Source: an optimization exercise on an open RTL-to-GDS flow (aim: small area, a short achievable clock period and few clock cycles). Production flows keep margins and buffers that such runs may drop.
No functional check of the RTL was part of this run.
Power is estimated from default activity; no workload was simulated.

===== flow/design.v =====
module arbiter (
	input        clk,
	input        reset,
	input  [3:0] req,
	input        ack,           
	output [3:0] gnt,
	output [3:0] gnt_a,
	output [3:0] gnt_w
	);
	reg  [1:0] last;            
	wire [3:0] e  = 4'b0001 << last;
	wire [3:0] p1 = ~{e[2], e[1], e[0], e[3]};
	wire [3:0] p2 = e | {e[0], e[3], e[2], e[1]};
	wire [3:0] p3 = e;
	rr_grant u0 (.req(req), .p1(p1), .p2(p2), .p3(p3), .gnt(gnt));
	rr_grant u1 (.req(req), .p1(p1), .p2(p2), .p3(p3), .gnt(gnt_a));
	rr_grant u2 (.req(req), .p1(p1), .p2(p2), .p3(p3), .gnt(gnt_w));
	always @(posedge clk) begin
	  if (reset)
	    last <= 2'd3;
	  else if (ack && |req)
	    last <= {gnt[3] | gnt[2], gnt[3] | gnt[1]};
	end
endmodule
module rr_grant (
	input  [3:0] req,
	input  [3:0] p1,
	input  [3:0] p2,
	input  [3:0] p3,
	output [3:0] gnt
	);
	genvar m;
	generate
	  for (m = 0; m < 4; m = m + 1) begin : gm
	    assign gnt[m] = req[m] & ~((req[(m + 3) % 4] & p1[m]) |
	                               (req[(m + 2) % 4] & p2[m]) |
	                               (req[(m + 1) % 4] & p3[m]));
	  end
	endgenerate
endmodule
module crossbar (
	input clk,                                        
	input reset,                                      
	input  master_0_req,				  
	output master_0_ack,                              
	input  master_0_cmd,				  
	output master_0_resp,                             
	input  [31:0] master_0_addr,                      
	input  [31:0] master_0_wdata,                     
	output [31:0] master_0_rdata,                     
	input  master_1_req,				
	output master_1_ack,
	input  master_1_cmd,				
	output master_1_resp,
	input  [31:0] master_1_addr,
	input  [31:0] master_1_wdata,
	output [31:0] master_1_rdata,
	input  master_2_req,
	output master_2_ack,
	input  master_2_cmd,
	output master_2_resp,
	input  [31:0] master_2_addr,
	input  [31:0] master_2_wdata,
	output [31:0] master_2_rdata,
	input  master_3_req,
	output master_3_ack,
	input  master_3_cmd,
	output master_3_resp,
	input  [31:0] master_3_addr,
	input  [31:0] master_3_wdata,
	output [31:0] master_3_rdata,
	output slave_0_req,
	input  slave_0_ack,
	output slave_0_cmd,
	input  slave_0_resp,
	input  [31:0] slave_0_rdata,
	output [31:0] slave_0_wdata,
	output [31:0] slave_0_addr,
	output slave_1_req,
	input  slave_1_ack,
	output slave_1_cmd,
	input  slave_1_resp,
	input  [31:0] slave_1_rdata,
	output [31:0] slave_1_wdata,
	output [31:0] slave_1_addr,
	output slave_2_req,
	input  slave_2_ack,
	output slave_2_cmd,
	input  slave_2_resp,
	input  [31:0] slave_2_rdata,
	output [31:0] slave_2_wdata,
	output [31:0] slave_2_addr,
	output slave_3_req,
	input  slave_3_ack,
	output slave_3_cmd,
	input  slave_3_resp,
	input  [31:0] slave_3_rdata,
	output [31:0] slave_3_wdata,
	output [31:0] slave_3_addr
	);
	wire [3:0]  m_req   = {master_3_req, master_2_req, master_1_req, master_0_req};
	wire [3:0]  m_cmd   = {master_3_cmd, master_2_cmd, master_1_cmd, master_0_cmd};
	wire [31:0] m_addr [0:3];
	wire [31:0] m_wdata[0:3];
	assign m_addr[0] = master_0_addr;  assign m_wdata[0] = master_0_wdata;
	assign m_addr[1] = master_1_addr;  assign m_wdata[1] = master_1_wdata;
	assign m_addr[2] = master_2_addr;  assign m_wdata[2] = master_2_wdata;
	assign m_addr[3] = master_3_addr;  assign m_wdata[3] = master_3_wdata;
	wire [3:0]  s_ack   = {slave_3_ack, slave_2_ack, slave_1_ack, slave_0_ack};
	wire [3:0]  s_resp  = {slave_3_resp, slave_2_resp, slave_1_resp, slave_0_resp};
	wire [31:0] s_rdata[0:3];
	assign s_rdata[0] = slave_0_rdata;
	assign s_rdata[1] = slave_1_rdata;
	assign s_rdata[2] = slave_2_rdata;
	assign s_rdata[3] = slave_3_rdata;
	wire [3:0] sel [0:3];
	genvar s, m, b;
	generate
	  for (m = 0; m < 4; m = m + 1) begin : md
	    assign sel[m] = 4'b0001 << m_addr[m][31:30];
	  end
	endgenerate
	wire [3:0] r [0:3];
	wire [3:0] g [0:3];
	wire [3:0] ga [0:3];           
	wire [3:0] gw [0:3];           
	generate
	  for (s = 0; s < 4; s = s + 1) begin : sl
	    for (m = 0; m < 4; m = m + 1) begin : ms
	      assign r[s][m] = m_req[m] & sel[m][s];
	    end
	    arbiter arb (
	      .clk(clk), .reset(reset),
	      .req(r[s]), .ack(s_ack[s]), .gnt(g[s]), .gnt_a(ga[s]), .gnt_w(gw[s])
	    );
	  end
	endgenerate
	wire [3:0]  sl_req, sl_cmd;
	wire [31:0] sl_addr [0:3];
	wire [31:0] sl_wdata[0:3];
	generate
	  for (s = 0; s < 4; s = s + 1) begin : so
	    assign sl_req[s] = |r[s];
	    assign sl_cmd[s] = |(g[s] & m_cmd);
	    assign sl_addr[s][31:30] = sl_req[s] ? s : 2'b00;
	    for (b = 0; b < 30; b = b + 1) begin : ab
	      andor4 u (.g(ga[s]), .d({m_addr[3][b], m_addr[2][b], m_addr[1][b], m_addr[0][b]}), .y(sl_addr[s][b]));
	    end
	    for (b = 0; b < 32; b = b + 1) begin : wb
	      andor4 u (.g(gw[s]), .d({m_wdata[3][b], m_wdata[2][b], m_wdata[1][b], m_wdata[0][b]}), .y(sl_wdata[s][b]));
	    end
	  end
	endgenerate
	assign slave_0_req = sl_req[0]; assign slave_0_cmd = sl_cmd[0];
	assign slave_1_req = sl_req[1]; assign slave_1_cmd = sl_cmd[1];
	assign slave_2_req = sl_req[2]; assign slave_2_cmd = sl_cmd[2];
	assign slave_3_req = sl_req[3]; assign slave_3_cmd = sl_cmd[3];
	assign slave_0_addr = sl_addr[0]; assign slave_0_wdata = sl_wdata[0];
	assign slave_1_addr = sl_addr[1]; assign slave_1_wdata = sl_wdata[1];
	assign slave_2_addr = sl_addr[2]; assign slave_2_wdata = sl_wdata[2];
	assign slave_3_addr = sl_addr[3]; assign slave_3_wdata = sl_wdata[3];
	wire [3:0] m_ack;
	generate
	  for (m = 0; m < 4; m = m + 1) begin : ma
	    assign m_ack[m] = (g[0][m] & s_ack[0]) | (g[1][m] & s_ack[1])
	                    | (g[2][m] & s_ack[2]) | (g[3][m] & s_ack[3]);
	  end
	endgenerate
	assign master_0_ack = m_ack[0];
	assign master_1_ack = m_ack[1];
	assign master_2_ack = m_ack[2];
	assign master_3_ack = m_ack[3];
	reg  [3:0]  rpend;
	wire [3:0]  rv   [0:3];
	wire [31:0] m_rdata[0:3];
	always @(posedge clk) begin
	  if (reset)
	    rpend <= 4'b0000;
	  else
	    rpend <= m_ack & ~m_cmd;
	end
	generate
	  for (m = 0; m < 4; m = m + 1) begin : mr
	    assign rv[m] = sel[m] & s_resp & {4{rpend[m]}};
	    for (b = 0; b < 32; b = b + 1) begin : rb
	      andor4 u (.g(rv[m]), .d({s_rdata[3][b], s_rdata[2][b], s_rdata[1][b], s_rdata[0][b]}), .y(m_rdata[m][b]));
	    end
	  end
	endgenerate
	assign master_0_resp = |rv[0]; assign master_0_rdata = m_rdata[0];
	assign master_1_resp = |rv[1]; assign master_1_rdata = m_rdata[1];
	assign master_2_resp = |rv[2]; assign master_2_rdata = m_rdata[2];
	assign master_3_resp = |rv[3]; assign master_3_rdata = m_rdata[3];
endmodule
module andor4 (
	input  [3:0] g,
	input  [3:0] d,
	output       y
	);
	assign y = |(g & d);
endmodule

===== flow/flow/run.sh =====
#!/bin/bash
# Standard ORFS layout; the only change is the cell used for the port
# buffers (a plain buffer instead of the delay cell buffer_ports picks).
set -euo pipefail
BUF=${PORT_BUF:-sky130_fd_sc_hd__buf_1}
bash standard.sh "BUFFER_PORTS_ARGS=-buffer_cell $BUF" finish > flow_make.log 2>&1

===== flow/standard.sh =====
#!/bin/bash
# synth_recipe.tcl (not shown) runs the flow's synth.tcl, then flattens the netlist and writes it again
# the make line also repeats each setting of config.mk as NAME=value (left out here)
make -C /OpenROAD-flow-scripts/flow DESIGN_CONFIG=/design/flow/config.mk WORK_HOME=/design/flow/orfs CLKGATE_MAP_FILE= SYNTH_SCRIPT=/design/flow/synth_recipe.tcl "${@:-finish}"

===== flow/config.mk =====
export PLATFORM = sky130hd
export DESIGN_NAME = crossbar
export DESIGN_NICKNAME = crossbar
export VERILOG_FILES = /design/flow/design.v
export SDC_FILE = /design/flow/constraint.sdc
export NUM_CORES = 4
export LEC_CHECK = 0
export CAP_MARGIN = 20
export CELL_PAD_IN_SITES_DETAIL_PLACEMENT = 1
export CORE_AREA = 5 5 295 295
export CTS_BUF_LIST = sky130_fd_sc_hd__clkbuf_4 sky130_fd_sc_hd__clkbuf_8
export DIE_AREA = 0 0 300 300
export PLACE_DENSITY = 0.35
export SETUP_SLACK_MARGIN = 1.5
export SLEW_MARGIN = 20
export SYNTH_HIERARCHICAL = 1
export SYNTH_MINIMUM_KEEP_SIZE = 0

===== flow/constraint.sdc =====
create_clock -name core_clock -period 6.0 [get_ports {clk}]
set_input_delay 1.2000 -clock core_clock [delete_from_list [all_inputs] [get_ports {clk}]]
set_output_delay 1.2000 -clock core_clock [all_outputs]
set_load 0.01 [all_outputs]

==> impl_metrics.ini <==
[clock_network]
root_buffer = clkbuf_8
tritoncts = yes
h-tree-depth = 1
clkTransAtPathRegs_ns = 0.06
cts_buffers = 3
clock_path_buffers = 2
hold_buffers = 0
insertion_delay_ns = 0.25
numClockSinks = 12

[global_routing]
antenna_found_initial = 22
grt_max_degree = 34
grt_usage_pct = 18.9
grt_pass1_wl_um = 130000
overflow = 0
grt_pass1_vias = 18000

[logic_synthesis]
ys_seq_area_share_pct = 2.58
async_flop_share_pct = 0
synth_top_area_cell = a22oi_1
syn_area_per_cell_um2 = 6.45
synthFlopType = dfxtp_1
synth_common_cells = a22oi_1 (816), nand2_1 (440), and3_1 (36)
ys_ff_latch = 12
synth-edff-count = 0
yosysTopAreaCellShare_pct = 65.7
ys.warnings.count = 8
yosysMostFrequentCell = a22oi_1
netlist_area_um2 = 9320
postSynthCellCount = 1444
ys_top_cells_by_area = a22oi_1 (66%), nand2_1 (18%), dfxtp_1 (2.6%)
yosysUniqueCellTypes = 23

[die]
ios = 802
core_area_um2 = 83600
rows = 106
die_w_um = 300
die-area_um2 = 90000
die_y_um = 300
initial_utilization_pct = 11.2

[detailed_routing]
first_pass_iters = 6
drc = 0
drt_wl_total_um = 93700
via_per_inst = 5.34
dr_total_vias = 18100
drt_iter0_drc = 1702
ant_nets = 0
post_drt_wl_per_cell_um = 27.7

[worst_setup_path]
worst-r2r-setup-slack_ns = 4.06
worstPathMaxFanout = 32
worstPathArrival_ns = 3.30
cp-start-kind = primary input
path_class = primary input to output pin
crit_required_ns = 4.80
setup.worst_path.end_class = output pin

[timing]
slew_viol_final = 0
setup_viol = 0
finClkSkew_ns = 0.00461
max-slew-margin-rel_pct = 31.9
final_hold_viol_count = 0
min_period_ns = 4.50
fmax_mhz = 222
rsz0062_at_grt = true
tns_ns = 0
tightest_slew_ns = 1.02
min_period_over_period_pct = 75.1

[pwr]
power.density_nw_per_um2 = 89.1
ir_worst_vdd_v = 0.0000536
power.leakage_nw = 5.53

[outcome]
outcome = finished clean

[placement]
numPortBuffers = 797
routabilityCongestion = 0.882
placed_cells = 3366
placed_area_um2 = 14000
dp_hpwl_um = 71600

[layout]
area_growth_pct = 52.8
design_area_um2 = 14200
final_cells = 3378
fin_nets = 2715
drive_above_1_share_pct = 4.57

[run]
maxCapViolations = 0

[min_path]
hold_class = register to register
-- cells by family (layout without fill, tap and decap cells) --
logic type,after synthesis,after routing,share of synthesized area [%]
AO/OA/AOI/OAI,824,824,66.8
multiplexers,8,8,0.859
flip-flops,12,12,2.58
AND/OR/NAND/NOR,544,545,25.7
other,1,6,0.0402
buffers and inverters,39,887,1.89
adder cells (fa/ha/maj),16,16,2.15
-- worst paths after layout --
kind,startpoint,to,cells after the start
max,master_0_addr[31],slave_2_wdata[6],9
min reg2reg,sl[1].arb.last[1],sl[1].arb.last[1],2
min,sl[1].arb.last[1],sl[1].arb.last[1],2
max reg2reg,sl[1].arb.last[0],rpend[3],7
-- layout by cell type, fill, tap and decap left out, types with 4 or more instances in the layout --
cell type	n
a211oi_1	4
a22oi_1	815
and3_1	35
and3_2	9
and3_4	9
and3b_2	5
and4_2	4
and4b_1	7
buf_1	795
buf_4	46
clkbuf_8	4
conb_1	4
dfxtp_1	12
ha_1	16
inv_1	29
mux2i_1	8
nand2_1	439
nor2_1	8
nor3_1	8
nor3b_2	4
o41ai_2	4
or4_1	7
-- critical path, stage by stage --
cell	delay, ns
buf_1	0.24
nand3b_1	0.30
clkinvlp_4	0.25
clkbuf_2	0.20
and3_1	0.18
buf_6	0.33
a22oi_1	0.16
nand2_1	0.12
buf_1	0.25
-- cell type report --
class / count / area [um2]
clock buffer: 4 / 55.1
multi-input combinational: 1397 / 9000
antenna: 2 / 5.00
inverter: 31 / 120
timing repair buffer: 852 / 3470
sequential: 12 / 240
tap: 1080 / 1350
fill: 10800 / 69300
-- modules after synthesis, one instance, submodules excluded --
| module | cells | copies in the design |
|---|---|---|
| andor4 | 3 | 376 |
| crossbar | 84 | 1 |
| rr_grant | 12 | 12 |
| arbiter | 22 | 4 |
-- repair_timing --
| item | 4_1_cts | 5_1_grt |
|---|---|---|
| cloned | 0 | 1 |
| endpoints found under the hold margin | 0 | 0 |
| pin swaps | 0 | 4 |
| buffers inserted | 0 | 5 |
| resized for setup | 14 | 20 |
| endpoints found under the setup margin | 88 | 124 |
-- per-layer routing --
| metal | wire length, um | up-vias | GRT usage [%] |
|---|---|---|---|
| met5 | 68 | - | 0 |
| met4 | 3060 | 10 | 5.26 |
| met3 | 7410 | 144 | 3.41 |
| met2 | 44800 | 1146 | 31.9 |
| met1 | 38400 | 8953 | 24.7 |
| li1 | - | 7797 | - |
-- sequential cells by signal, summed over array words and instances (netlist names) --
signal	count
rpend	4
sl.arb.last	8
-- report_power, final --
group / internal, mW / switching [mW] / leakage, nW / total, mW
sequential: 0.0857 / 0.00686 / 0.0986 / 0.0925
clock: 0.0582 / 0.0360 / 0.0288 / 0.0941
combinational: 0.318 / 0.765 / 5.40 / 1.08
total: 0.461 / 0.808 / 5.53 / 1.27
-- through the flow --
step	hold slack (ns)	total power, mW	util (%)	setup WS (ns)
after floorplan	0.523	0.552	-	1.68
after global placement	0.554	1.15	16.8	1.20
after detailed placement	0.555	1.15	16.8	1.17
after CTS	0.571	1.26	16.9	1.50
after global routing	0.615	1.35	17.0	1.40
final	0.568	1.27	17.0	1.50

[re-timing with driven ports]
In the flow no input, the clock included, has a driving cell. The finished layout below was timed again as built, in two steps. Step 1 (the two cells are an assumption about what drives the block):
set clk [get_ports {clk}]
set_driving_cell -lib_cell sky130_fd_sc_hd__clkbuf_16 $clk
set_driving_cell -lib_cell sky130_fd_sc_hd__buf_2 [delete_from_list [all_inputs] $clk]
Step 2 moves the port delays by t, midway between the first and last clock arrival at a register: inputs arrive t later, outputs are due t later. That takes back most of the time a late clock gives input paths. Slacks: ideal ports / drivers / drivers and shift; pairs: ideal ports / drivers.
t, ns: 0.281
setup WS [ns]: 1.495 / 1.388 / 1.388
clock arrival spread, ns: 0.004 / 0.005
cell pins on the clock port's net: 1
After both steps this run still meets setup and hold. The setup slack of this run moves by -0.107 ns with the drivers and by -0.107 ns with both steps.
